This is an optimization exercise on Yosys and OpenROAD, whose aim is small area, not a production implementation.
Only simulation tests tie the RTL to the original design; equivalence was not proved.
No run shown here takes its clock network from TritonCTS; it comes from the design's own scripts or RTL.
The flow treats the clock pin as an ideal source. Dropping or thinning the clock tree relies on that and would not hold on a real chip.
Power figures rest on the tool's default switching activity, not on a simulated workload.

==> flow/run.sh <==
#!/bin/bash
# The standard layout (standard.sh) with these changes:
#  - after the standard synthesis, flow/resyn.sh re-maps its combinational
#    logic for area (flip-flops untouched, equivalence proven by Yosys);
#  - the port buffers are the smallest buffer cell;
#  - the clock tree is a single level of buffers built by flow/cts_pre.tcl;
#  - after the clock tree, cells with spare slack are shrunk (flow/cts_post.tcl).
set -euo pipefail
F=$(pwd)/flow
R=$(pwd)/orfs/results/$FLOW_PLATFORM/top/base
bash standard.sh synth > synth.log 2>&1
bash $F/resyn.sh $R $FLOW_HOME/platforms/$FLOW_PLATFORM > resyn.log 2>&1
rm -f $R/1_synth.odb $R/1_synth.sdc
MY_CTS_CELLS="sky130_fd_sc_hd__buf_12 sky130_fd_sc_hd__buf_12 sky130_fd_sc_hd__buf_12" bash standard.sh \
  "BUFFER_PORTS_ARGS=-buffer_cell sky130_fd_sc_hd__buf_1" \
  "PRE_CTS_TCL=$F/cts_pre.tcl" \
  "POST_CTS_TCL=$F/cts_post.tcl" \
  finish > layout.log 2>&1
==> flow/area1.abc <==
strash
dch -f
amap
strash
dch -f
amap
==> flow/area2.abc <==
strash
&get -n
&deepsyn -T 20
&put
dch -f
amap
==> flow/area3.abc <==
strash
&get -n
&deepsyn -T 20 -S 3
&put
dch -f
amap
==> flow/area4.abc <==
strash
&get -n
&deepsyn -T 20
&put
strash
dch -f
amap
topo
dnsize
==> flow/cts_post.tcl <==
# Shrink cells that have timing slack to spare, then fix any slew or
# capacitance limit that the shrinking broke.
estimate_parasitics -placement
repair_timing -recover_power 100 -verbose
repair_design -verbose
detailed_placement
==> flow/cts_pre.tcl <==
set cts_cells $::env(MY_CTS_CELLS)
set cts_nbuf [llength $cts_cells]
set block [ord::get_db_block]
set db [ord::get_db]
set clknet [$block findNet clk]
set pts {}
foreach it [$clknet getITerms] {
  set inst [$it getInst]
  set box [$inst getBBox]
  lappend pts [list [expr {([$box xMin] + [$box xMax]) / 2.0}] [expr {([$box yMin] + [$box yMax]) / 2.0}] $it]
}
set n [llength $pts]
set sorted [lsort -real -index 0 $pts]
set cent {}
for {set g 0} {$g < $cts_nbuf} {incr g} {
  set e [lindex $sorted [expr {int(($g + 0.5) * $n / $cts_nbuf)}]]
  lappend cent [list [lindex $e 0] [lindex $e 1]]
}
set wsum 0
foreach c $cts_cells { set wsum [expr {$wsum + [lindex [split $c _] end]}] }
for {set g 0} {$g < $cts_nbuf} {incr g} {
  set capg($g) [expr {int(ceil(double($n) * [lindex [split [lindex $cts_cells $g] _] end] / $wsum))}]
}
for {set iter 0} {$iter < 50} {incr iter} {
  # balanced assignment: points in order of their best-distance, capped per cluster
  set cand {}
  foreach p $pts {
    for {set g 0} {$g < $cts_nbuf} {incr g} {
      set c [lindex $cent $g]
      lappend cand [list [expr {abs([lindex $p 0] - [lindex $c 0]) + abs([lindex $p 1] - [lindex $c 1])}] $g [lindex $p 2] [lindex $p 0] [lindex $p 1]]
    }
  }
  set cand [lsort -real -index 0 $cand]
  array unset asg
  array unset cnt
  for {set g 0} {$g < $cts_nbuf} {incr g} { set cnt($g) 0; set sx($g) 0.0; set sy($g) 0.0 }
  foreach c $cand {
    set it [lindex $c 2]
    if {[info exists asg($it)]} continue
    set g [lindex $c 1]
    if {$cnt($g) >= $capg($g)} continue
    set asg($it) $g
    incr cnt($g)
    set sx($g) [expr {$sx($g) + [lindex $c 3]}]
    set sy($g) [expr {$sy($g) + [lindex $c 4]}]
  }
  set cent {}
  for {set g 0} {$g < $cts_nbuf} {incr g} {
    lappend cent [list [expr {$sx($g) / max(1, $cnt($g))}] [expr {$sy($g) / max(1, $cnt($g))}]]
  }
}
for {set g 0} {$g < $cts_nbuf} {incr g} {
  set master [$db findMaster [lindex $cts_cells $g]]
  set inst [odb::dbInst_create $block $master "clkbuf_leaf_$g"]
  set net [odb::dbNet_create $block "clknet_leaf_$g"]
  $net setSigType CLOCK
  [$inst findITerm A] connect $clknet
  [$inst findITerm X] connect $net
  set c [lindex $cent $g]
  set w [$master getWidth]
  $inst setLocation [expr {int([lindex $c 0])}] [expr {int([lindex $c 1])}]
  $inst setPlacementStatus PLACED
  set gnet($g) $net
}
foreach p $pts {
  set it [lindex $p 2]
  $it disconnect
  $it connect $gnet($asg($it))
}
puts "my_cts: $n sinks in $cts_nbuf clusters of [array get cnt] driven by $cts_cells"
rename clock_tree_synthesis orfs_clock_tree_synthesis
proc clock_tree_synthesis {args} {
  set_propagated_clock [all_clocks]
}
==> flow/cutff.py <==
#!/usr/bin/env python3
"""Turns a flat gate-level netlist into a purely combinational one for an
equivalence check: every flip-flop instance is removed, its Q net becomes an
input port and its D / DE nets become output ports, all named after the
instance, so two netlists with the same flip-flops can be compared with a
combinational miter."""
import re, sys
src, dst = sys.argv[1], sys.argv[2]
t = open(src).read()
ff = re.compile(r'\n\s*sky130_fd_sc_hd__(?:dfxtp|edfxtp)_\d+\s+(\S+)\s*\((.*?)\);', re.S)
ins, outs, assigns = [], [], []
def key(name):
    return 'ff_' + re.sub(r'[^A-Za-z0-9]', '_', name)
def repl(m):
    k = key(m.group(1))
    pins = dict((p, v.strip()) for p, v in re.findall(r'\.(\w+)\(([^()]*)\)', m.group(2)))
    ins.append(k + '_Q')
    assigns.append('  assign %s = %s_Q ;' % (pins['Q'], k))
    for p in ('D', 'DE'):
        if p in pins:
            outs.append('%s_%s' % (k, p))
            assigns.append('  assign %s_%s = %s ;' % (k, p, pins[p]))
    return '\n'
t = ff.sub(repl, t)
m = re.search(r'module\s+top\s*\((.*?)\);', t, re.S)
ports = m.group(1).strip() + ', ' + ', '.join(ins + outs)
decl = ''.join('  input %s;\n' % p for p in ins) + ''.join('  output %s;\n' % p for p in outs)
t = t[:m.start()] + 'module top(' + ports + ');\n' + decl + t[m.end():]
t = t.replace('endmodule', '\n'.join(assigns) + '\nendmodule', 1)
open(dst, 'w').write(t)
==> flow/resyn.sh <==
#!/bin/bash
# Re-maps the combinational logic of the standard synthesis netlist for area
# with ABC, leaving every flip-flop instance (name, cell type, connections)
# exactly as the standard synthesis made it. The result replaces
# 1_2_yosys.v only if Yosys proves it equivalent to the standard netlist
# and the flip-flop lists match; otherwise the standard netlist is kept.
# usage: resyn.sh RESULTS_DIR PLATFORM_DIR
set -euo pipefail
R=$1; P=$2
F=$(cd "$(dirname "$0")" && pwd)
LIB=$(ls $P/lib/sky130_fd_sc_hd__tt_025C_1v80.lib)
YOSYS=yosys
if [[ -x $FLOW_HOME/../tools/install/yosys/bin/yosys ]]; then YOSYS=$FLOW_HOME/../tools/install/yosys/bin/yosys; fi
DU=$(sed -n '/DONT_USE_CELLS += /,/^$/p' $P/config.mk | grep -o 'sky130_fd_sc_hd__[a-z0-9_]*' | sort -u | sed 's/^/-dont_use /' | tr '\n' ' ')
cp $R/1_2_yosys.v $R/1_2_yosys_standard.v
# the library's combinational cells as Verilog modules (sequential ones stay
# black boxes)
$YOSYS -p "read_liberty -ignore_miss_func $LIB; write_verilog -noattr cells_all.v" > cells_yosys.log 2>&1
awk '/^module /{buf=""; keep=1} {buf=buf $0 "\n"} /always|reg /{keep=0} /^endmodule/{if(keep) printf "%s", buf}' cells_all.v > cells_comb.v
best=""
for A in $F/area*.abc; do
n=$(basename $A .abc)
cat > resyn_$n.ys <<EOY
read_liberty -lib -ignore_miss_func $LIB
read_verilog -overwrite cells_comb.v
read_verilog $R/1_2_yosys_standard.v
hierarchy -top top
flatten
delete t:\$scopeinfo
techmap
opt -fast
abc -liberty $LIB $DU -script $A
opt_clean -purge
rename -hide {w:*\$func\$*}
write_verilog -noattr -nohex -nodec resyn_$n.v
tee -o resyn_stat_$n.txt stat -liberty $LIB
EOY
$YOSYS -s resyn_$n.ys > resyn_yosys_$n.log 2>&1
area=$(grep -i 'chip area' resyn_stat_$n.txt | awk '{print $NF}')
echo "resyn: $n gives $area"
if [[ -z $best ]] || awk -v a=$area -v b=$bestarea 'BEGIN{exit !(a<b)}'; then best=$n; bestarea=$area; fi
done
cp resyn_$best.v resyn.v
cp resyn_stat_$best.txt resyn_stat.txt
ffs() { grep -E '^ *sky130_fd_sc_hd__(dfxtp|edfxtp|dfrtp|dfstp|sdfxtp|dfxbp)_[0-9]+ ' "$1" | awk '{sub(/_[0-9]+$/,"",$1); print $1, $2}' | sort; }
ffs $R/1_2_yosys_standard.v > ff_standard.txt
ffs resyn.v > ff_resyn.txt
# combinational check: flip-flops cut into ports, then a SAT miter
python3 $F/cutff.py $R/1_2_yosys_standard.v cut_standard.v
python3 $F/cutff.py resyn.v cut_resyn.v
cat > equiv.ys <<EOY
read_liberty -lib -ignore_miss_func $LIB
read_verilog -overwrite cells_comb.v
read_verilog cut_standard.v
rename top gold
read_verilog cut_resyn.v
rename top gate
flatten gold gate
delete t:\$scopeinfo
miter -equiv -flatten -make_assert gold gate miter
hierarchy -top miter
sat -verify -prove-asserts miter
EOY
if cmp -s ff_standard.txt ff_resyn.txt && [[ -s ff_standard.txt ]] && $YOSYS -s equiv.ys > equiv_yosys.log 2>&1; then
  cp resyn.v $R/1_2_yosys.v
  echo "resyn: using the re-mapped netlist ($(grep -i 'chip area' resyn_stat.txt))"
else
  echo "resyn: keeping the standard netlist"
fi
==> standard.sh <==
#!/bin/bash
# synth_recipe.tcl (not shown) runs the flow's synth.tcl, then flattens the netlist and writes it again
# the make line also repeats each setting of config.mk as NAME=value (left out here)
make -C /OpenROAD-flow-scripts/flow DESIGN_CONFIG=/design/flow/config.mk WORK_HOME=/design/flow/orfs CLKGATE_MAP_FILE= SYNTH_SCRIPT=/design/flow/synth_recipe.tcl "${@:-finish}"
==> config.mk <==
export PLATFORM = sky130hd
export DESIGN_NAME = top
export DESIGN_NICKNAME = top
export VERILOG_FILES = /design/flow/design.v
export SDC_FILE = /design/flow/constraint.sdc
export NUM_CORES = 4
export LEC_CHECK = 0
export CAP_MARGIN = 0
export CORE_MARGIN = 2
export CORE_UTILIZATION = 80
export PLACE_DENSITY = 0.95
export SLEW_MARGIN = 0
==> constraint.sdc <==
create_clock -name core_clock -period 5.0 [get_ports {clk}]
set_input_delay 1.0000 -clock core_clock [delete_from_list [all_inputs] [get_ports {clk}]]
set_output_delay 1.0000 -clock core_clock [all_outputs]
set_load 0.01 [all_outputs]
==> design.v <==
module top(
  input clk,
  input rst_n,
  input din_rx,
  output dout_tx_s1,
  output dout_tx_s2,
  output [31:0] addr_tx_s1,
  output [31:0] addr_tx_s2
    );
  reg [3:0] rp;
  reg [5:0] rc1;
  wire r_idle = rp[3] & ~rp[2] & rp[1];                      
  wire r_stop = rp[3] & rp[1] & ~rp[0];                      
  wire r_data = ~rp[1] | (~rp[2] & ~rp[0]) | (~rp[3] & rp[0]);
  wire r_bit0 = rp[3] & rp[2];                               
  wire r_bit1 = rp[3] & rp[0];                               
  wire rc1_51 = rc1[5] & ~rc1[3] & rc1[2] & ~rc1[1] & ~rc1[0];       
  wire strobe = r_data & rc1_51;                             
  wire rx_done = r_stop & din_rx & rc1_51;                   
  always @(posedge clk) begin
    if (!rst_n | rx_done)
      rp <= 4'd11;
    else if (r_idle ? !din_rx : (rc1_51 & ~r_stop))
      rp <= {rp[2:0], rp[3] ^ rp[0]};
  end
  always @(posedge clk) begin
    if (r_idle)
      rc1 <= 6'd7;
    else if (r_stop & !din_rx)
      rc1 <= rc1;                    
    else if (rc1_51)
      rc1 <= 6'd5;                   
    else
      rc1 <= {rc1[4:0], rc1[5] ^ rc1[0]};
  end
  reg [3:0] k;
  reg [1:0] sel;        
  reg pw;               
  reg pw_seen;          
  reg [15:0] wd;        
  reg [31:0] wan;       
  reg [1:0] b;
  reg [3:0] p;
  reg [5:0] c;
  reg [1:0] gn;         
  wire idle  = b[1] & ~b[0];
  wire byte0 = ~b[1] & ~b[0];
  wire byte1 = ~b[1] & b[0];
  wire byte2 = b[1] & b[0];
  wire p_wait = ~p[3] & p[2];                   
  wire p_stop = ~p[3] & ~p[1] & p[0];           
  wire c50 = ~c[5] & c[4] & ~c[3] & c[2] & ~c[1] & ~c[0];
  wire c_m2 = ~c[4] & c[3] & ~c[2] & ~c[1] & ~c[0];
  wire c_m1 = ~c[5] & ~c[3] & ~c[2] & ~c[1] & ~c[0];
  wire release_parser = byte1 & p_wait & c_m1;
  wire k_wait = k[2] & ~k[1] & k[0];            
  wire k_last = k[2] & k[1] & ~k[0];            
  wire start = rx_done & k_last & (pw | pw_seen);
  always @(posedge clk) begin
    if (!rst_n) begin
      k <= 4'd12;
      pw_seen <= 0;
    end else begin
      if (k_wait) begin
        if (release_parser) k <= 4'd12;
      end else if (rx_done)
        k <= {k[2:0], k[3] ^ k[0]};
      if (rx_done & k_last)
        pw_seen <= pw_seen | pw;
    end
  end
  always @(posedge clk) begin
    if (strobe & k[3] & k[2] & ~k[1]) begin      
      if (r_bit0) sel[0] <= din_rx;
      if (r_bit1) sel[1] <= din_rx;
    end
    if (strobe & k[3] & ~k[2] & k[0] & r_bit0)    
      pw <= din_rx;
  end
  wire wd_rx  = strobe & pw & ~k[3] & ~k[0];         
  wire wd_tx  = c50 & p[3] & ~b[1];
  always @(posedge clk) begin
    if (wd_rx | wd_tx)
      wd <= {wd_rx ? din_rx : wd[0], wd[15:1]};
    if (strobe & pw & k[1] & (k[0] | k[2]))           
      wan <= {~din_rx, wan[31:1]};
  end
  always @(posedge clk) begin
    if (start) begin
      p <= 4'd7;
      c <= 6'd6;
    end else if (c50) begin
      if (p_stop) begin
        p <= 4'd7;
        c <= 6'd4;
      end else begin
        p <= p + 4'd1;
        c <= 6'd32;
      end
    end else
      c <= {c[4:0], c[5] ^ c[0]};
  end
  always @(posedge clk) begin
    if (!rst_n)
      b <= 2'b10;
    else if (start)
      b <= 2'b00;
    else if (~idle & c50 & p_stop)
      b <= {b[0], ~b[1]};      
  end
  always @(posedge clk) begin
    if (!rst_n)
      gn <= 2'b11;
    else if (p_wait & c_m2 & (b[1] == b[0]))    
      gn <= b[1] ? 2'b11 : ~{sel == 2'b01, sel == 2'b10};
  end
  reg tx1, tx2;
  always @(posedge clk) begin
    if (!rst_n) begin
      tx1 <= 0;
      tx2 <= 0;
    end else if (idle | p_stop) begin
      tx1 <= 1;
      tx2 <= 1;
    end else if (c50) begin
      if (p_wait) begin
        tx1 <= 0;
        tx2 <= 0;
      end else if (p[3]) begin
        tx1 <= ~gn[0] & wd[0];
        tx2 <= ~gn[1] & wd[0];
      end
    end
  end
  assign dout_tx_s1 = tx1;
  assign dout_tx_s2 = tx2;
  wire [31:0] an = {wan[7:0], wan[15:8], wan[23:16], wan[31:24]};
  assign addr_tx_s1 = ~(an | {32{gn[0]}});
  assign addr_tx_s2 = ~(an | {32{gn[1]}});
endmodule
==> summary.md, run 1 <==
| Metric | Value |
|---|---|
| Status | timing/DRC/antenna clean |
| Vias in the first global route | 2658 |
| Ys Warns | 1 |
| CP delay by family, top | simple AND/OR/NAND/NOR gates |
| Critical Path RT | a little under 5 ns |
| Gpl congestion | 0.989 |
| Post-route minimum period | 3.87 ns |
| DR vias | 2762 |
| Final Hold Viols | 0 |
| Drt drc | 0 |
| DRT Pass-1 Iters | 5 |
| Min setup slack post-route | 1.13 ns |
| Pin count of the biggest net entering global routing | 35 |
| Core area | between 3000 and 4000 µm² |
| Post-Synthesis Cells | roughly 280 |
| Total power draw | 1.37 mW |
| Initial antenna violation count | 0 |
| Clk_skew | 0.00996 ns |
| Met1 usage | 0.520 |
| DRT iter0 DRCs | 368 |
| Global-route wire length before repair | approximately 14 mm |
| Hold Crit Class | flip-flop to flip-flop |
| Filler cell count | 108 |
| R2r startpoint | rc1[5]$_SDFFE_PP0N_ |
| Slew @ Worst Pin | 1.16 ns |
| DP Cell Count | 397 |
| DP Worst Slack | 1.99 ns |
| Post-DRT Antenna Nets | 0 |
| Synth Cell Area | a little over 3000 µm² |
| Setup TNS Final | 0 ns |
| Crit-path max FO | 13 |
| Fmax | 0.258 GHz |
| Clock insertion delay at the later pin of the skew report | roughly 0.14 ns |
| Max IR drop VDD | 0.351 mV |
| Reg-to-reg slack, setup | between 1 and 1.5 ns |
| Net count, final | 357 |
| Critical path startpoint | rc1[5]$_SDFFE_PP0N_ |
| Clock Pin Slew Worst Setup and Hold Paths | 0.10 ns |
| # setup viols final | 0 |
| Most common cell after layout, fill and taps aside | nor2_1 |
| Startpoint types | flip-flop |
| Gr busiest metal | met2 |
| Kind of critical path | flip-flop to flip-flop |
| Final HPWL DP | 5.61 mm |
| Delay of the slowest critical-path stage | 0.64 ns |
| Synth Net Count | 282 |
| Most used cell, CP | clkinv_1 |
| Die Area | 4340 µm² |
| Slew Limit Fails | 0 |
| Die Y | between 60 and 70 µm |
| Unrepaired setup endpoints after global routing | no |
| Total grt overflow | 0 |
| Global Route met3 Usage | 0.101 |
| Routed wire length | 9.53 mm |
| Worst-path cell chain | clkinv_1 > or2_0 > nor4_1 > clkinv_1 > nor3_1 > clkinv_1 > nor4_1 > clkbuf_1 > a2111oi_0 |
| Lkg Pwr | approximately 1.1 nW |
| Max-cap violation count | 0 |
| Worst EP arrival | around 3.9 ns |
| Layout cells sized above 1 | 0.0170 |
| Via density | 6.91 |
| Final Util | 0.944 |
| Most frequent cells in the layout | 94 x nor2_1, 67 x buf_1, 51 x edfxtp_1, 31 x dfxtp_1, 26 x clkinv_1 |
| Power Dens Cells | 397 nW/µm² |
| Die width | 65.9 µm |
| FP Rows | 22 |
| Layout Cells excl Fill | 400 |
| Number of buffers and inverters on the critical path | 4 |
| Max-slew headroom | 0.226 |
| Avg WL per Cell | about 24 µm |
| Total global-route track usage | 0.463 |
| I/O Pins | 69 |
| Starting Density | 0.836 |
| Hold Startpoint | wd[15]$_DFFE_PP_ |
| Area Overhead vs Synth | 12.8% |
| Met2 Track Usage GR | 0.793 |
| # diodes | 0 |
| Final Cycle Share | 0.774 |
| Worst path slowest cell | nor4_1 |
| Mapped Avg Cell Area | 11.0 µm² |
| IO buf count | 68 |
| Worst setup EP type | flip-flop |
[sequential cells by signal (all words and copies together), names as in the netlist]
signal	cells
wan	32
rc1	6
rp	4
k	4
pw	1
tx2	1
tx1	1
pw_seen	1
gn	2
c	6
wd	16
p	4
b	2
sel	2
[cell type report]
class / count / area (µm²) / share of cell area
tap: 48 / 60.1 / 0.0174
sequential: 82 / 2150 / 0.623
buffer: 3 / 60.1 / 0.0174
multi-input combinational: 171 / 821 / 0.238
inverter: 26 / 97.6 / 0.0283
timing repair buffer: 70 / 264 / 0.0764
[worst register-to-register path: cells and delay by family (launching register included)]
| family | cells | cell delay (ns) |
|---|---|---|
| AO/OA/AOI/OAI | 1 | 0.23 |
| buffers and inverters | 4 | 1.25 |
| flip-flops | 1 | 0.34 |
| AND/OR/NAND/NOR | 4 | 1.90 |
[stage by stage]
stage               hold slack, ns  area, µm²
floorplan                    0.400       3060
global placement             0.403       3390
detailed placement           0.405       3390
global route                 0.449       3450
finish                       0.429       3450
[metal layers]
layer | routed length [µm] | up-vias
met2 | 4760 | 316
met3 | 1140 | 82
met5 | 0 | -
met4 | 723 | 0
li1 | - | 1114
met1 | 2900 | 1250
[final timing paths]
path              cells past startpoint                 to
hold reg to reg                       0   wd[14]$_DFFE_PP_
setup / recovery                      9  b[0]$_SDFFE_PP0P_
hold / removal                        0   wd[14]$_DFFE_PP_
setup reg to reg                      9  b[0]$_SDFFE_PP0P_
[report_power, final]
group | switching (mW) | total, mW | internal [mW]
clock network | 0.161 | 0.259 | 0.0980
logic | 0.162 | 0.247 | 0.0856
registers | 0.0732 | 0.863 | 0.790
==> run 2: changes to the inputs <==
--- a/config.mk
+++ b/config.mk
@@ -7,6 +7,6 @@
 export LEC_CHECK = 0
 export CAP_MARGIN = 0
 export CORE_MARGIN = 2
-export CORE_UTILIZATION = 80
-export PLACE_DENSITY = 0.95
+export CORE_UTILIZATION = 70
+export PLACE_DENSITY = 0.9
 export SLEW_MARGIN = 0
==> run 2 against run 1 <==
Effect of this change: die area up 13%; critical path depth is 3 lower; register-to-register slack gained 0.37 ns; critical path type unchanged; flip-flop and latch count unchanged; fmax grew 11%; largest power group unchanged; power fell by 4.4%; via count shrank 17%.
==> summary.md, run 2 <==
| Metric | Value |
|---|---|
| Biggest regs | wan: 32 flops, wd: 16 flops (unchanged) |
| Lkg Pwr | 1.14 nW (about the same) |
| Die Area | 4920 µm² (was 4340 µm²) |
| Max-cap violation count | 0 (unchanged) |
| Worst path slowest cell | clkbuf_1 (was nor4_1) |
| # setup viols final | 0 (unchanged) |
| Gate power share | 0.162 (was 0.181) |
| Final HPWL DP | 4.58 mm (was 5.61 mm) |
| Starting Density | 0.713 (was 0.836) |
| Reg2Reg Depth | 6 (was 9) |
| Crit-path max FO | 22 (was 13) |
| Number of flip-flops in the largest register | 32 (unchanged) |
| DP Cell Count | 401 (was 397) |
| Final Cycle Share | 0.701 (was 0.774) |
| Max-slew headroom | 0.189 (was 0.226) |
| Fmax | 0.285 GHz (was 0.258 GHz) |
| Worst EP arrival | 3.25 ns (was 3.85 ns) |
| Total power draw | 1.31 mW (was 1.37 mW) |
| Crit path capture | wan[30]$_DFFE_PP_ (was b[0]$_SDFFE_PP0P_) |
| Post-Synthesis Cells | 279 (unchanged) |
| Post-route minimum period | 3.50 ns (was 3.87 ns) |
| Core area | 4290 µm² (was 3660 µm²) |
| Slew @ Worst Pin | 1.22 ns (was 1.16 ns) |
| Total grt overflow | 0 (unchanged) |
| P_int | 0.974 mW (about the same) |
| # diodes | 0 (unchanged) |
| Area Overhead vs Synth | 12.7% (was 12.8%) |
| Clock Pin Slew Worst Setup and Hold Paths | 0.10 ns (about the same) |
| Layout Cells excl Fill | 404 (was 400) |
| Net count, final | 357 (unchanged) |
| Final Hold Viols | 0 (unchanged) |
| Gpl congestion | 0.895 (was 0.989) |
| Startpoint types | flip-flop (unchanged) |
| Sequential power share | 0.648 (was 0.630) |
| Ys Warns | 1 (unchanged) |
| Hold Crit Class | flip-flop to flip-flop (unchanged) |
| Biggest register | wan (unchanged) |
| Max IR drop VDD | 0.340 mV (was 0.351 mV) |
| Global-route wire length before repair | 10.0 mm (was 14.5 mm) |
| Most frequent cells in the layout | 95 x nor2_1, 68 x buf_1, 51 x edfxtp_1, 31 x dfxtp_1, 26 x clkinv_1 (was 94 x nor2_1, 67 x buf_1, 51 x edfxtp_1, 31 x dfxtp_1, 26 x clkinv_1) |
| IO buf count | 68 (unchanged) |
| Routed wire length | 6.24 mm (was 9.53 mm) |
| Unrepaired setup endpoints after global routing | no (unchanged) |
| Synth Cell Area | 3060 µm² (unchanged) |
| Slew Limit Fails | 0 (unchanged) |
| Reg-to-reg slack, setup | 1.50 ns (was 1.13 ns) |
| Critical Path RT | 4.75 ns (was 4.97 ns) |
| Worst setup EP type | flip-flop (unchanged) |
| Area after DPL | 3400 µm² (was 3390 µm²) |
| R2r startpoint | rc1[5]$_SDFFE_PP0N_ (unchanged) |
| Setup TNS Final | 0 ns (unchanged) |
| Sw frac | 0.256 (was 0.289) |
| Power Dens Cells | 380 nW/µm² (was 397 nW/µm²) |
| Most common cell after layout, fill and taps aside | nor2_1 (unchanged) |
| Critical path startpoint | rc1[5]$_SDFFE_PP0N_ (unchanged) |
| Via density | 5.66 (was 6.91) |
| Avg WL per Cell | 15.4 µm (was 23.8 µm) |
| Fin Hold WS | 0.419 ns (was 0.429 ns) |
| Initial antenna violation count | 0 (unchanged) |
| Worst-path cell chain | clkinv_1 > or2_0 > nor4_1 > o211ai_1 > nor2_1 > clkbuf_1 (was clkinv_1 > or2_0 > nor4_1 > clkinv_1 > nor3_1 > clkinv_1 > nor4_1 > clkbuf_1 > a2111oi_0) |
| Kind of critical path | flip-flop to flip-flop (unchanged) |
| DRT iter0 DRCs | 228 (was 368) |
| FF-to-FF End | wan[30]$_DFFE_PP_ (was b[0]$_SDFFE_PP0P_) |
| Min setup slack post-route | 1.50 ns (was 1.13 ns) |
| Die Y | 70.1 µm (was 65.9 µm) |
| Die width | 70.1 µm (was 65.9 µm) |
| FP Rows | 24 (was 22) |
| Fin area | 3450 µm² (about the same) |
| DP Worst Slack | 2.19 ns (was 1.99 ns) |
| Drt drc | 0 (unchanged) |
| Clock insertion delay at the later pin of the skew report | 0.13 ns (was 0.14 ns) |
| DR vias | 2285 (was 2762) |
| Mapped Avg Cell Area | 11.0 µm² (unchanged) |
| I/O Pins | 69 (unchanged) |
| Delay of the slowest critical-path stage | 0.96 ns (was 0.64 ns) |
| Vias in the first global route | 2043 (was 2658) |
| Total global-route track usage | 0.252 (was 0.463) |
| Layout cells sized above 1 | 0.00852 (was 0.0170) |
| Clk_skew | 0.0114 ns (was 0.00996 ns) |
| Post-DRT Antenna Nets | 0 (unchanged) |
| Synth Net Count | 282 (unchanged) |
| Clk pwr share | 0.189 (about the same) |
| Sw power | 0.336 mW (was 0.396 mW) |
| Final Util | 0.803 (was 0.944) |
| Pin count of the biggest net entering global routing | 35 (unchanged) |
| DRT Pass-1 Iters | 5 (unchanged) |
| Status | timing/DRC/antenna clean (unchanged) |
[run 2: how the worst min path moves through the flow]
| stage | end | depth (start not counted) | startpoint |
|---|---|---|---|
| 2_1_floorplan | wd[0]$_DFFE_PP_ | 0 | wd[1]$_DFFE_PP_ |
| 3_3_place_gp | wd[10]$_DFFE_PP_ | 0 | wd[11]$_DFFE_PP_ |
| 3_5_place_dp | wd[0]$_DFFE_PP_ | 0 | wd[1]$_DFFE_PP_ |
| 5_1_grt | wd[0]$_DFFE_PP_ | 0 | wd[1]$_DFFE_PP_ |
| 6_report | wd[5]$_DFFE_PP_ | 0 | wd[6]$_DFFE_PP_ |
[run 2: worst max-delay path, delay by kind of cell (launching register included)]
family | cells | cell delay (ns)
buffers and inverters | 2 | 1.05
AOI/OAI and AO/OA | 1 | 0.22
and+or+nand+nor | 3 | 1.51
DFF | 1 | 0.33
[run 2: cell type report]
cell class / count / area (µm²)
fillers: 277 / 845
inverters: 26 / 97.6
flip-flops and latches: 82 / 2150
repair buffers: 70 / 263
multi-input cells: 171 / 812
well taps: 52 / 65.1
plain buffers: 3 / 60.1
[run 2: metal layers]
layer	wire length [µm]	track usage	up-vias
met5	0	0	-
met4	66	0.0235	0
met3	388	0.0188	5
met2	3200	0.449	96
met1	2580	0.358	1067
li1	-	-	1117
[run 2: power groups by stage]
stage	clock network [mW]	logic [mW]	registers, mW
floorplan	0	0.168	0.846
detailed placement	0	0.208	0.862
global route	0.270	0.247	0.859
finish	0.248	0.213	0.849
global placement	0	0.197	0.857
==> run 3: changes to the inputs <==
--- a/flow/run.sh
+++ b/flow/run.sh
@@ -11,7 +11,7 @@
 bash standard.sh synth > synth.log 2>&1
 bash $F/resyn.sh $R $FLOW_HOME/platforms/$FLOW_PLATFORM > resyn.log 2>&1
 rm -f $R/1_synth.odb $R/1_synth.sdc
-MY_CTS_CELLS="sky130_fd_sc_hd__buf_12 sky130_fd_sc_hd__buf_12 sky130_fd_sc_hd__buf_12" bash standard.sh \
+MY_CTS_CELLS="sky130_fd_sc_hd__buf_8 sky130_fd_sc_hd__buf_8 sky130_fd_sc_hd__buf_8 sky130_fd_sc_hd__buf_6" bash standard.sh \
   "BUFFER_PORTS_ARGS=-buffer_cell sky130_fd_sc_hd__buf_1" \
   "PRE_CTS_TCL=$F/cts_pre.tcl" \
   "POST_CTS_TCL=$F/cts_post.tcl" \
==> run 3 against run 2 <==
Effect of this change: clock skew fell by 0.0051 ns; sequential share of layout area fell by 0.23 points; highest routed layer unchanged; largest power group unchanged; power fell by 4.9%; global-route usage rose by 0.59 points; worst setup slack improved by 0.93 ns; routed wire length rose by 0.95%; fmax rose by 36%; via count rose by 0.88%; critical path depth fell by 4; critical endpoint is now addr_tx_s1[18].
==> summary.md, run 3 <==
| Metric | Value |
|---|---|
| Status | timing/DRC/antenna clean (unchanged) |
| WHS Path Cells | 0 (unchanged) |
| # diodes | 0 (unchanged) |
| Met1 usage | 0.373 (was 0.358) |
| Sequential power share | 0.657 (was 0.648) |
| Reg-to-reg slack, setup | 2.63 ns (was 1.50 ns) |
| Die Y | 70.2 µm (was 70.1 µm) |
| Drt drc | 0 (unchanged) |
| Most common cell after layout, fill and taps aside | nor2_1 (unchanged) |
| Post-Synthesis Cells | 283 (was 279) |
| Fmax | 0.388 GHz (was 0.285 GHz) |
| FP Rows | 24 (unchanged) |
| Sw frac | 0.255 (was 0.256) |
| # setup viols final | 0 (unchanged) |
| Mapped Avg Cell Area | 10.8 µm² (was 11.0 µm²) |
| DRT Pass-1 Iters | 4 (was 5) |
| Most frequent cells in the layout | 93 x nor2_1, 66 x buf_1, 51 x edfxtp_1, 31 x dfxtp_1, 27 x clkinv_1 (was 95 x nor2_1, 68 x buf_1, 51 x edfxtp_1, 31 x dfxtp_1, 26 x clkinv_1) |
| Final Util | 0.806 (was 0.803) |
| Pin count of the biggest net entering global routing | 35 (unchanged) |
| Area Overhead vs Synth | 13.0% (was 12.7%) |
| Worst setup EP type | primary output (was flip-flop) |
| DRT iter0 DRCs | 267 (was 228) |
| Hold Startpoint | wd[9]$_DFFE_PP_ (was wd[6]$_DFFE_PP_) |
| Biggest register | wan (unchanged) |
| Max-slew headroom | 0.248 (was 0.189) |
| Die width | 70.2 µm (was 70.1 µm) |
| Startpoint types | flip-flop (unchanged) |
| Slew Limit Fails | 0 (unchanged) |
| Biggest regs | wan: 32 flops, wd: 16 flops (unchanged) |
| Synth Net Count | 286 (was 282) |
| Global Route met3 Usage | 0.0303 (was 0.0188) |
| Reg2Reg Depth | 8 (was 6) |
| Critical Path RT | 4.00 ns (was 4.75 ns) |
| Number of flip-flops in the largest register | 32 (unchanged) |
| Clk pwr share | 0.191 (was 0.189) |
| Ys Warns | 1 (unchanged) |
| Hold Crit Class | flip-flop to flip-flop (unchanged) |
| Final Hold Viols | 0 (unchanged) |
| Core area | 4290 µm² (unchanged) |
| Unrepaired setup endpoints after global routing | no (unchanged) |
| Avg WL per Cell | 15.4 µm (about the same) |
| Net count, final | 362 (was 357) |
| Power Dens Cells | 360 nW/µm² (was 380 nW/µm²) |
| WHS Endpoint | wd[8]$_DFFE_PP_ (was wd[5]$_DFFE_PP_) |
| Final Cycle Share | 0.515 (was 0.701) |
| Post-route minimum period | 2.58 ns (was 3.50 ns) |
| Lkg Pwr | 1.16 nW (was 1.14 nW) |
| Kind of critical path | flip-flop to primary output (was flip-flop to flip-flop) |
| I/O Pins | 69 (unchanged) |
| DR vias | 2305 (was 2285) |
| Sw power | 0.318 mW (was 0.336 mW) |
| Crit-path max FO | 34 (was 22) |
| Clock insertion delay at the later pin of the skew report | 0.13 ns (about the same) |
| Initial antenna violation count | 0 (unchanged) |
| IO buf count | 68 (unchanged) |
| Worst EP arrival | 1.58 ns (was 3.25 ns) |
| Gpl congestion | 0.854 (was 0.895) |
| Setup TNS Final | 0 ns (unchanged) |
| Filler cell count | 273 (was 277) |
| Met2 Track Usage GR | 0.438 (was 0.449) |
| Gr busiest metal | met2 (unchanged) |
| Post-DRT Antenna Nets | 0 (unchanged) |
| R2r startpoint | c[0]$_SDFF_PP0_ (was rc1[5]$_SDFFE_PP0N_) |
| Starting Density | 0.714 (was 0.713) |
| FF-to-FF End | p[3]$_SDFFE_PP0N_ (was wan[30]$_DFFE_PP_) |
| Max-cap violation count | 0 (unchanged) |
| Clock Pin Slew Worst Setup and Hold Paths | 0.11 ns (was 0.10 ns) |
| Total global-route track usage | 0.257 (was 0.252) |
| Via density | 5.64 (was 5.66) |
| Die Area | 4920 µm² (about the same) |
| P_int | 0.927 mW (was 0.974 mW) |
| Global-route wire length before repair | 10.2 mm (was 10.0 mm) |
| Routed wire length | 6.30 mm (was 6.24 mm) |
| Total power draw | 1.25 mW (was 1.31 mW) |
| Slew @ Worst Pin | 1.13 ns (was 1.22 ns) |
| Final HPWL DP | 4.55 mm (was 4.58 mm) |
| Total grt overflow | 0 (unchanged) |
| Gate power share | 0.152 (was 0.162) |
| Layout cells sized above 1 | 0.0168 (was 0.00852) |
| Synth Cell Area | 3060 µm² (about the same) |
| Max IR drop VDD | 0.356 mV (was 0.340 mV) |
| Clk_skew | 0.00625 ns (was 0.0114 ns) |
| Vias in the first global route | 2062 (was 2043) |
-- run 3: final cells by class --
type / instances / area, µm² / area share
flip-flops and latches: 82 / 2150 / 0.622
multi-input cells: 174 / 823 / 0.238
repair buffers: 70 / 264 / 0.0763
inverters: 27 / 101 / 0.0293
well taps: 52 / 65.1 / 0.0188
plain buffers: 4 / 56.3 / 0.0163
-- run 3: worst max-delay path, stage by stage (launching register included) --
cell and delay [ns]:
dfxtp_1 1.08, nor2_1 0.14, buf_1 0.20
-- run 3: stage by stage --
step	std cells	setup slack, ns	hold WS (ns)	cell area, µm²
3_3_place_gp	405	2.72	0.406	3410
5_1_grt	409	2.28	0.440	3460
6_report	409	2.42	0.426	3460
3_5_place_dp	405	2.62	0.405	3410
2_1_floorplan	283	1.27	0.400	3060
-- run 3: worst max-delay path by stage --
stage | startpoint | endpoint | slack, ns | cells past startpoint
2_1_floorplan | rc1[5]$_SDFFE_PP0N_ | wan[0]$_DFFE_PP_ | 1.27 | 6
3_3_place_gp | gn[0]$_SDFFE_PN1P_ | addr_tx_s1[7] | 2.72 | 2
3_5_place_dp | gn[0]$_SDFFE_PN1P_ | addr_tx_s1[22] | 2.62 | 2
5_1_grt | din_rx | p[3]$_SDFFE_PP0N_ | 2.28 | 7
6_report | gn[0]$_SDFFE_PN1P_ | addr_tx_s1[18] | 2.42 | 2
-- run 3: per-layer routing --
metal	vias up	part of all wire	wire, µm
met2	96	0.50	3120
met1	1064	0.43	2700
li1	1135	-	-
met3	10	0.062	388
met5	-	0	0
met4	0	0.013	84
-- run 3: power groups by stage --
stage / clock (mW) / combinational, mW / sequential, mW
after floorplan: 0 / 0.146 / 0.819
after global placement: 0 / 0.174 / 0.828
after detailed placement: 0 / 0.187 / 0.831
after global routing: 0.265 / 0.212 / 0.823
final: 0.238 / 0.189 / 0.818
==> run 4: changes to the inputs <==
==> flow/area_s0.abc (new file) <==
strash
&get -n
&deepsyn -J 300 -S 0
&put
dch -f
amap
==> flow/area_s12.abc (new file) <==
strash
&get -n
&deepsyn -J 300 -S 12
&put
dch -f
amap
==> flow/area_s15.abc (new file) <==
strash
&get -n
&deepsyn -J 300 -S 15
&put
dch -f
amap
==> flow/area_s3.abc (new file) <==
strash
&get -n
&deepsyn -J 300 -S 3
&put
dch -f
amap
removed: flow/area2.abc
removed: flow/area3.abc
removed: flow/area4.abc
==> run 4 against run 3 <==
Effect of this change: still clean on timing, DRC and antenna; die area is essentially flat; cell area decreased by 0.25%; fmax is 20% lower; via count up 4.6%; combinational power down 46%; first-iteration DRC count increased by 21%; synthesized cell count up 0.35%; power is 7.9% lower; critical path type is now input pin to flip-flop.
==> summary.md, run 4 <==
| Metric | Value |
|---|---|
| Status | timing/DRC/antenna clean (unchanged) |
| Layout cells sized above 1 | 0.0167 (was 0.0168) |
| DRT iter0 DRCs | 323 (was 267) |
| Fin Hold WS | 0.434 ns (was 0.426 ns) |
| Core area | 4290 µm² (unchanged) |
| Sw power | 0.261 mW (was 0.318 mW) |
| Gate power share | 0.090 (was 0.152) |
| Drt drc | 0 (unchanged) |
| Final Hold Viols | 0 (unchanged) |
| # diodes | 0 (unchanged) |
| Avg WL per Cell | 16.8 µm (was 15.4 µm) |
| Synth Net Count | 287 (was 286) |
| Worst EP arrival | 3.25 ns (was 1.58 ns) |
| Global-route wire length before repair | 11.0 mm (was 10.2 mm) |
| Die Area | 4920 µm² (about the same) |
| Starting Density | 0.713 (was 0.714) |
| Max IR drop VDD | 0.252 mV (was 0.356 mV) |
| Net count, final | 364 (was 362) |
| Setup TNS Final | 0 ns (unchanged) |
| Fin area | 3450 µm² (was 3460 µm²) |
| Lkg Pwr | 1.09 nW (was 1.16 nW) |
| Biggest register | wan (unchanged) |
| FP Rows | 24 (unchanged) |
| Most common cell after layout, fill and taps aside | nor2_1 (unchanged) |
| P_int | 0.886 mW (was 0.927 mW) |
| Max-slew headroom | 0.242 (was 0.248) |
| I/O Pins | 69 (unchanged) |
| Synth Cell Area | 3060 µm² (about the same) |
| Final HPWL DP | 4.99 mm (was 4.55 mm) |
| Slew Limit Fails | 0 (unchanged) |
| Sequential power share | 0.696 (was 0.657) |
| Most frequent cells in the layout | 97 x nor2_1, 67 x buf_1, 51 x edfxtp_1, 31 x dfxtp_1, 28 x clkinv_1 (was 93 x nor2_1, 66 x buf_1, 51 x edfxtp_1, 31 x dfxtp_1, 27 x clkinv_1) |
| Routed wire length | 6.91 mm (was 6.30 mm) |
| Clock insertion delay at the later pin of the skew report | 0.14 ns (was 0.13 ns) |
| Filler cell count | 257 (was 273) |
| DP Cell Count | 407 (was 405) |
| Startpoint types | input pin (was flip-flop) |
| Final Util | 0.804 (was 0.806) |
| Crit-path max FO | 11 (was 34) |
| Die width | 70.1 µm (was 70.2 µm) |
| Slew @ Worst Pin | 1.14 ns (was 1.13 ns) |
| Reg2Reg Depth | 7 (was 8) |
| Die Y | 70.1 µm (was 70.2 µm) |
| IO buf count | 68 (unchanged) |
| Kind of critical path | input pin to flip-flop (was flip-flop to primary output) |
| Gpl congestion | 0.887 (was 0.854) |
| Area after DPL | 3410 µm² (about the same) |
| Layout Cells excl Fill | 411 (was 409) |
| Post-DRT Antenna Nets | 0 (unchanged) |
| Total global-route track usage | 0.283 (was 0.257) |
| Hold Crit Class | flip-flop to flip-flop (unchanged) |
| Clk_skew | 0.00692 ns (was 0.00625 ns) |
| Clk pwr share | 0.215 (was 0.191) |
| Power Dens Cells | 332 nW/µm² (was 360 nW/µm²) |
| Total power draw | 1.15 mW (was 1.25 mW) |
| DR vias | 2410 (was 2305) |
| Number of flip-flops in the largest register | 32 (unchanged) |
| Biggest regs | wan: 32 flops, wd: 16 flops (unchanged) |
| Max-cap violation count | 0 (unchanged) |
| Unrepaired setup endpoints after global routing | no (unchanged) |
| DP Worst Slack | 1.86 ns (was 2.62 ns) |
| Pin count of the biggest net entering global routing | 35 (unchanged) |
| Initial antenna violation count | 0 (unchanged) |
| Total grt overflow | 0 (unchanged) |
| Final Cycle Share | 0.645 (was 0.515) |
| Post-Synthesis Cells | 284 (was 283) |
| Worst setup EP type | flip-flop (was primary output) |
| Fmax | 0.310 GHz (was 0.388 GHz) |
| Via density | 5.86 (was 5.64) |
| Critical Path RT | 5.02 ns (was 4.00 ns) |
| Mapped Avg Cell Area | 10.8 µm² (about the same) |
| Vias in the first global route | 2149 (was 2062) |
| Area Overhead vs Synth | 12.8% (was 13.0%) |
| Clock Pin Slew Worst Setup and Hold Paths | 0.11 ns (about the same) |
| DRT Pass-1 Iters | 5 (was 4) |
| WHS Path Cells | 0 (unchanged) |
| Sw frac | 0.228 (was 0.255) |
| Min setup slack post-route | 1.77 ns (was 2.42 ns) |
| Ys Warns | 1 (unchanged) |
| Post-route minimum period | 3.23 ns (was 2.58 ns) |
| # setup viols final | 0 (unchanged) |
## run 4: metal layers
layer	global-route usage	routed length [µm]
met1	0.377	2680
met2	0.514	3660
met3	0.0202	406
met4	0.0620	164
met5	0	0
## run 4: worst paths after layout
| path | startpoint | to | slack, ns |
|---|---|---|---|
| max | din_rx | p[3]$_SDFFE_PP0N_ | 1.77 |
| max reg2reg | c[5]$_SDFF_PP0_ | b[0]$_SDFFE_PP0P_ | 2.22 |
| min | wd[6]$_DFFE_PP_ | wd[5]$_DFFE_PP_ | 0.43 |
| min reg2reg | wd[6]$_DFFE_PP_ | wd[5]$_DFFE_PP_ | 0.43 |
## run 4: final cells by class
cell class	instances	area [µm²]	area share
Tap cell	52	65.1	0.0188
Multi-Input combinational cell	174	807	0.234
Inverter	28	105	0.0304
Buffer	4	56.3	0.0163
Sequential cell	82	2150	0.623
Timing Repair Buffer	71	268	0.0775
## run 4: power groups by stage
stage	Combinational (mW)	Clock, mW	Sequential, mW
2_1_floorplan	0.0785	0	0.803
3_3_place_gp	0.0924	0	0.809
3_5_place_dp	0.101	0	0.812
5_1_grt	0.119	0.267	0.804
6_report	0.103	0.246	0.798
## run 4: worst max-delay path, stage by stage
cell and delay [ns]:
clkbuf_1 0.24, clkinv_1 0.17, nor3_1 0.44, clkinv_1 0.24, nor4_1 0.40, clkbuf_1 0.41
clkinv_1 0.17, o21ai_0 0.11, a21oi_1 0.06
==> run 5: changes to the inputs <==
--- a/flow/run.sh
+++ b/flow/run.sh
@@ -11,7 +11,7 @@
 bash standard.sh synth > synth.log 2>&1
 bash $F/resyn.sh $R $FLOW_HOME/platforms/$FLOW_PLATFORM > resyn.log 2>&1
 rm -f $R/1_synth.odb $R/1_synth.sdc
-MY_CTS_CELLS="sky130_fd_sc_hd__buf_8 sky130_fd_sc_hd__buf_8 sky130_fd_sc_hd__buf_8 sky130_fd_sc_hd__buf_6" bash standard.sh \
+MY_CTS_CELLS="sky130_fd_sc_hd__buf_12 sky130_fd_sc_hd__buf_12 sky130_fd_sc_hd__buf_12" bash standard.sh \
   "BUFFER_PORTS_ARGS=-buffer_cell sky130_fd_sc_hd__buf_1" \
   "PRE_CTS_TCL=$F/cts_pre.tcl" \
   "POST_CTS_TCL=$F/cts_post.tcl" \
==> run 5 against run 4 <==
Effect of this change: synthesized cell count did not move; first-iteration DRC count is 18% lower; hold slack got worse by 0.0045 ns; global-route usage is 0.47 points lower; clock power increased by 2%; cell area is 0.11% higher; cell count is 0.24% lower; sequential power barely moved; sequential share of layout area is 0.068 points lower; largest cell class unchanged; highest routed layer unchanged.
==> summary.md, run 5 <==
| Metric | Value |
|---|---|
| Met2 Track Usage GR | 0.525 (was 0.514) |
| IO buf count | 68 (unchanged) |
| Initial antenna violation count | 0 (unchanged) |
| Fin Hold WS | 0.429 ns (was 0.434 ns) |
| Biggest register | wan (unchanged) |
| Core area | 4290 µm² (unchanged) |
| Layout cells sized above 1 | 0.0140 (was 0.0167) |
| Lkg Pwr | 1.09 nW (about the same) |
| Worst EP arrival | 3.28 ns (was 3.25 ns) |
| FP Rows | 24 (unchanged) |
| Kind of critical path | input pin to flip-flop (unchanged) |
| Pin count of the biggest net entering global routing | 35 (unchanged) |
| Routed wire length | 6.79 mm (was 6.91 mm) |
| Max-cap violation count | 0 (unchanged) |
| Gr busiest metal | met2 (unchanged) |
| Final HPWL DP | 4.99 mm (unchanged) |
| Starting Density | 0.713 (unchanged) |
| Global-route wire length before repair | 10.8 mm (was 11.0 mm) |
| Most frequent cells in the layout | 97 x nor2_1, 67 x buf_1, 51 x edfxtp_1, 31 x dfxtp_1, 28 x clkinv_1 (unchanged) |
| Final Cycle Share | 0.651 (was 0.645) |
| Die Y | 70.1 µm (unchanged) |
| Avg WL per Cell | 16.6 µm (was 16.8 µm) |
| Vias in the first global route | 2178 (was 2149) |
| DP Worst Slack | 1.86 ns (unchanged) |
| Ys Warns | 1 (unchanged) |
| Via density | 5.80 (was 5.86) |
| Post-DRT Antenna Nets | 0 (unchanged) |
| Hold Startpoint | wd[4]$_DFFE_PP_ (was wd[6]$_DFFE_PP_) |
| Unrepaired setup endpoints after global routing | no (unchanged) |
| Net count, final | 363 (was 364) |
| Number of flip-flops in the largest register | 32 (unchanged) |
| Slew @ Worst Pin | 1.16 ns (was 1.14 ns) |
| DRT Pass-1 Iters | 5 (unchanged) |
| Total grt overflow | 0 (unchanged) |
| Worst setup EP type | flip-flop (unchanged) |
| Status | timing/DRC/antenna clean (unchanged) |
| Clock Pin Slew Worst Setup and Hold Paths | 0.10 ns (was 0.11 ns) |
| Biggest regs | wan: 32 flops, wd: 16 flops (unchanged) |
| Setup TNS Final | 0 ns (unchanged) |
| Filler cell count | 251 (was 257) |
| Post-route minimum period | 3.25 ns (was 3.23 ns) |
| Critical Path RT | 5.02 ns (about the same) |
| Max-slew headroom | 0.224 (was 0.242) |
| DRT iter0 DRCs | 264 (was 323) |
| Synth Cell Area | 3060 µm² (unchanged) |
| # setup viols final | 0 (unchanged) |
| Global Route met3 Usage | 0.0216 (was 0.0202) |
| Drt drc | 0 (unchanged) |
| Startpoint types | input pin (unchanged) |
| Max IR drop VDD | 0.302 mV (was 0.252 mV) |
| Post-Synthesis Cells | 284 (unchanged) |
| Met1 usage | 0.356 (was 0.377) |
| Final Util | 0.805 (was 0.804) |
| Most common cell after layout, fill and taps aside | nor2_1 (unchanged) |
| Final Hold Viols | 0 (unchanged) |
| Critical path startpoint | din_rx (unchanged) |
| DR vias | 2376 (was 2410) |
| Power Dens Cells | 333 nW/µm² (was 332 nW/µm²) |
| Mapped Avg Cell Area | 10.8 µm² (unchanged) |
| Total global-route track usage | 0.278 (was 0.283) |
| Clk_skew | 0.0121 ns (was 0.00692 ns) |
| Crit-path max FO | 11 (unchanged) |
| Die Area | 4920 µm² (unchanged) |
| R2r startpoint | c[5]$_SDFF_PP0_ (unchanged) |
| Synth Net Count | 287 (unchanged) |
| Clock insertion delay at the later pin of the skew report | 0.14 ns (about the same) |
| Fmax | 0.307 GHz (was 0.310 GHz) |
| Area Overhead vs Synth | 12.9% (was 12.8%) |
| # diodes | 0 (unchanged) |
| Total power draw | 1.15 mW (about the same) |
| Slew Limit Fails | 0 (unchanged) |
| Die width | 70.1 µm (unchanged) |
| I/O Pins | 69 (unchanged) |
| Gpl congestion | 0.887 (unchanged) |
| Hold Crit Class | flip-flop to flip-flop (unchanged) |
| Min setup slack post-route | 1.75 ns (was 1.77 ns) |
==> run 5: power by group <==
| part | internal (mW) | switching, mW | total [mW] |
|---|---|---|---|
| Combinational | 0.0400 | 0.0626 | 0.103 |
| Sequential | 0.761 | 0.0371 | 0.798 |
| Clock | 0.0979 | 0.154 | 0.252 |
==> run 5: final timing paths <==
path                                          end  slack, ns  cells past startpoint
worst max register to register  b[0]$_SDFFE_PP0P_       2.00                      7
worst min register to register    wd[3]$_DFFE_PP_       0.43                      0
worst min-delay path              wd[3]$_DFFE_PP_       0.43                      0
worst max-delay path            p[3]$_SDFFE_PP0N_       1.75                      9
==> run 5: stage by stage <==
step / std cells / area (µm²)
floorplan: 284 / 3060
global placement: 407 / 3410
detailed placement: 407 / 3410
global route: 410 / 3460
finish: 410 / 3460
==> run 5: final cells by class <==
| class | instances | area (µm²) | share of cell area |
|---|---|---|---|
| repair buffers | 71 | 268 | 0.0775 |
| flip-flops and latches | 82 | 2150 | 0.623 |
| plain buffers | 3 | 60.1 | 0.0174 |
| inverters | 28 | 105 | 0.0304 |
| well taps | 52 | 65.1 | 0.0188 |
| multi-input cells | 174 | 807 | 0.233 |
==> run 5: routing by layer <==
metal	up-vias	routed length, µm
li1	1127	-
met1	1131	2630
met2	105	3690
met3	13	360
met4	0	115
met5	-	0
==> run 5: critical path, cell delays in order <==
cell and delay, ns:
clkbuf_1 0.24, clkinv_1 0.17, nor3_1 0.43, clkinv_1 0.24, nor4_1 0.41, clkbuf_1 0.43
clkinv_1 0.17, o21ai_0 0.11, a21oi_1 0.06

what the ideal ports hide:
The results above use ideal ports. As a check the final layouts listed here were re-extracted and re-timed, cells and wires unchanged. Step 1 sets driving cells, clkbuf_16 on the clock port and buf_2 on the other inputs (assumed; they add their load-dependent delay and slew). Step 2 moves the port delays by t, midway between the first and last clock arrival at a register: inputs arrive t later, outputs are due t later. That takes back most of the time a late clock gives input paths. Three values: ideal ports, drivers, drivers and shift; two values: the first two.
| run | shift t [ns] | setup WS [ns] | latest minus earliest clock arrival (ns) | pins driven straight from the clock port |
|---|---|---|---|---|
| run 1 | 0.205 | 1.128 / 1.128 / 1.128 | 0.010 / 0.011 | 3 |
| run 2 | 0.193 | 1.497 / 1.497 / 1.497 | 0.012 / 0.011 | 3 |
| run 3 | 0.201 | 2.425 / 2.356 / 2.331 | 0.006 / 0.007 | 4 |
| run 4 | 0.204 | 1.775 / 1.821 / 1.617 | 0.007 / 0.007 | 4 |
| run 5 | 0.195 | 1.745 / 1.788 / 1.593 | 0.012 / 0.012 | 3 |
After both steps every run listed still meets setup and hold. The setup slack of run 4, which loses most, moves by +0.046 ns with the drivers and by -0.158 ns with both steps.
